Source: an optimization exercise on an open RTL-to-GDS flow (aim: small area, a short achievable clock period and few clock cycles per item). Production flows keep margins and buffers that such runs may drop.
Only simulation tests tie the RTL to the original design; equivalence was not proved.

Setup of main:
==> flow/design.v <==
module divider #(MANT_BITS=23, EXP_BITS=8)(
	input wire clk,
	input wire reset_n,
	input wire input_valid,
	input logic [EXP_BITS+MANT_BITS:0] in_a,
	input logic [EXP_BITS+MANT_BITS:0] in_b,
	output logic [EXP_BITS+MANT_BITS:0] data_out,
	output logic output_valid
);
localparam int K  = 8;
localparam int NC = 24 / K;
localparam logic [2:0] S_IDLE = 3'd0, S_FAST = 3'd1, S_DONE = 3'd2, S_CLR = 3'd3,
                       S_SPC  = 3'd4, S_DIV  = 3'd5, S_QCLR = 3'd6;
logic [2:0]  st, st_n;
logic [1:0]  fc;                  
logic [24:0] R, R_n;              
logic [23:0] B;                   
logic [23:0] Q, Q_n;              
logic signed [9:0] X, X_n;        
logic [7:0]  ea_r, eb_r;
logic        s_r;
always_ff @(posedge clk) begin
	ea_r <= in_a[30:23];
	eb_r <= in_b[30:23];
	s_r  <= in_a[31] ^ in_b[31];
	B    <= {|in_b[30:23], in_b[22:0]};
end
wire [24:0] a_in = {1'b0, |in_a[30:23], in_a[22:0]};
logic [24:0] r [0:K];
logic [K-1:0] q;                  
always_comb begin
	r[0] = R;
	for (int i = 0; i < K; i++) begin
		logic [25:0] d;
		d = {1'b0, r[i]} - {2'b0, B};
		q[K-1-i] = ~d[25];
		r[i+1] = d[25] ? {r[i][23:0], 1'b0} : {d[23:0], 1'b0};
	end
end
wire [7:0] eap = (ea_r == 8'd0) ? 8'd1 : ea_r;
wire [7:0] ebp = (eb_r == 8'd0) ? 8'd1 : eb_r;
wire signed [9:0] ea_s = {2'b0, eap};
wire signed [9:0] eb_s = {2'b0, ebp};
wire signed [9:0] Ef = ea_s - eb_s + 10'sd127;
wire a_max = &ea_r;
wire b_max = &eb_r;
wire a_min = ~|ea_r;
wire b_min = ~|eb_r;
wire a_zero = a_min && (Q[22:0] == 23'd0);       
wire b_zero = b_min && (B == 24'd0);
wire inf_sp  = a_max || (!b_max && b_zero);
wire zero_sp = b_max || a_zero;
wire q_zero = (Q == 24'd0);
wire last   = (fc == 2'(NC-1));
wire q23    = Q[K*(NC-1)-1];
wire signed [9:0] Xfast = Ef - {9'd0, ~q23};
wire fast_ok = !a_max && !b_max && !a_min && !b_min && (Xfast[9:8] == 2'b00)
               && (Xfast[7:0] != 8'd0) && (Xfast[7:0] != 8'd255);
wire signed [9:0] Dx = X - Ef;
wire zf    = (Dx <= 10'sd0);      
wire feed  = (Dx >= 10'sd25);     
wire valid = (Dx <= 10'sd25);     
wire signed [9:0] Xm1 = X - 10'sd1;
wire start = input_valid && (st == S_IDLE || st == S_DONE);
always_comb begin
	st_n = st;
	R_n  = a_in;
	Q_n  = {Q[22:0], 1'b0};
	X_n  = Xfast;
	case (st)
		S_IDLE, S_DONE: begin
			st_n = start ? S_FAST : S_IDLE;
		end
		S_FAST: begin
			R_n = r[K];
			if (last && !q23) Q_n = {Q[22-K:0], q, 1'b0};
			else              Q_n = {Q[23-K:0], q};
			if (last) begin
				st_n = fast_ok ? S_DONE : S_CLR;
			end
		end
		S_CLR: begin
			R_n  = 25'd0;
			Q_n  = a_in[23:0];
			X_n  = Ef + 10'sd48;
			st_n = S_SPC;
		end
		S_SPC: begin
			R_n = 25'd0;
			Q_n = a_in[23:0];
			X_n = Ef + 10'sd48;
			if (inf_sp) begin
				X_n = 10'sd255; st_n = S_QCLR;
			end else if (zero_sp) begin
				X_n = 10'sd0; st_n = S_QCLR;
			end else
				st_n = S_DIV;
		end
		S_DIV: begin
			R_n = {r[1][24:1], feed & Q[23]};
			Q_n = {Q[22:0], q[K-1] & ~zf};
			X_n = Xm1;
			if (valid && Q[22]) begin
				if (Xm1 >= 10'sd256 || (Xm1 == 10'sd255 && Xm1 <= Ef)) begin
					X_n = 10'sd255; st_n = S_QCLR;
				end else st_n = S_DONE;
			end else if (X <= 10'sd2) begin
				X_n = 10'sd0; st_n = valid ? S_DONE : S_QCLR;
			end else if (zf && q_zero) begin
				X_n = 10'sd0; st_n = S_DONE;
			end
		end
		S_QCLR: begin
			X_n = X[0] ? 10'sd255 : 10'sd0;
			if (q_zero) st_n = S_DONE;
		end
		default: st_n = S_IDLE;
	endcase
end
always_ff @(posedge clk, negedge reset_n) begin
	if (!reset_n) begin
		st <= S_IDLE;
		output_valid <= 1'b0;
	end else begin
		st <= st_n;
		output_valid <= (st_n == S_DONE);
	end
end
always_ff @(posedge clk) begin
	fc <= (st == S_FAST) ? fc + 2'd1 : 2'd0;
	R <= R_n;
	Q <= Q_n;
	X <= X_n;
end
assign data_out = {s_r, X[7:0], Q[22:0]};
endmodule
clock: 160.0 ns
lec_check: 0
cap_margin: 20
core_margin: 2
core_utilization: 80
slew_margin: 20
standard.sh (not shown) runs the stock make flow with config.mk's settings and CLKGATE_MAP_FILE= SYNTH_SCRIPT=/design/flow/synth_recipe.tcl, a recipe that flattens the netlist after the stock synthesis.
==> flow/flow/run.sh <==
#!/bin/bash
cp standard.sh standard_sh.log
export BUFFER_PORTS_ARGS="-buffer_cell sky130_fd_sc_hd__buf_1"
bash standard.sh > standard.log 2>&1
Testbench counts of main, summed over its fixed seeds: cycles 12,800, items 3,200.
Edits applied to the flow inputs when going from main to the feature branch:
-- flow/config.mk --
<<< main, line 10
export CORE_UTILIZATION = 80
>>> the feature branch, line 10
export CORE_UTILIZATION = 60
### Flow results
Comparing the two runs side by side, the feature branch comes out ahead of main on smallest setup slack after layout. Comparing the feature branch and main, the lower non-clock buffer count was measured on main. Cell count (lower): main. Number of setup buffers added after CTS across the feature branch and main: no real change. Diff main -> the feature branch | overall die width | increase of 15%.

## port drivers added, routing unchanged
Ports are ideal in the flow. The routed layouts listed here were re-timed in OpenROAD.
Step 1, drivers: a clkbuf_16 drives clk and a buf_2 each remaining input, both assumed.
Step 2, shift: input delay + t, output delay - t, t = (earliest + latest rising clock arrival at the registers) / 2. This alone moves slack from input paths to output paths.
Three values: ideal ports, drivers, drivers and shift; two values: the first two.
run | t (ns) | slack for setup (ns) | hold slack, ns | latest minus earliest clock arrival (ns) | slew at the worst register clock pin (ns)
main | 0.395 | 126.920 / 126.878 / 126.781 | 0.427 / 0.427 / 0.427 | 0.011 / 0.012 | 0.08 / 0.08
the feature branch | 0.394 | 126.933 / 126.887 / 126.806 | 0.412 / 0.412 / 0.412 | 0.015 / 0.014 | 0.08 / 0.08
After both steps setup and hold are still met in every run listed. The setup slack of main, which loses most, moves by -0.042 ns with the drivers and by -0.139 ns with both steps.
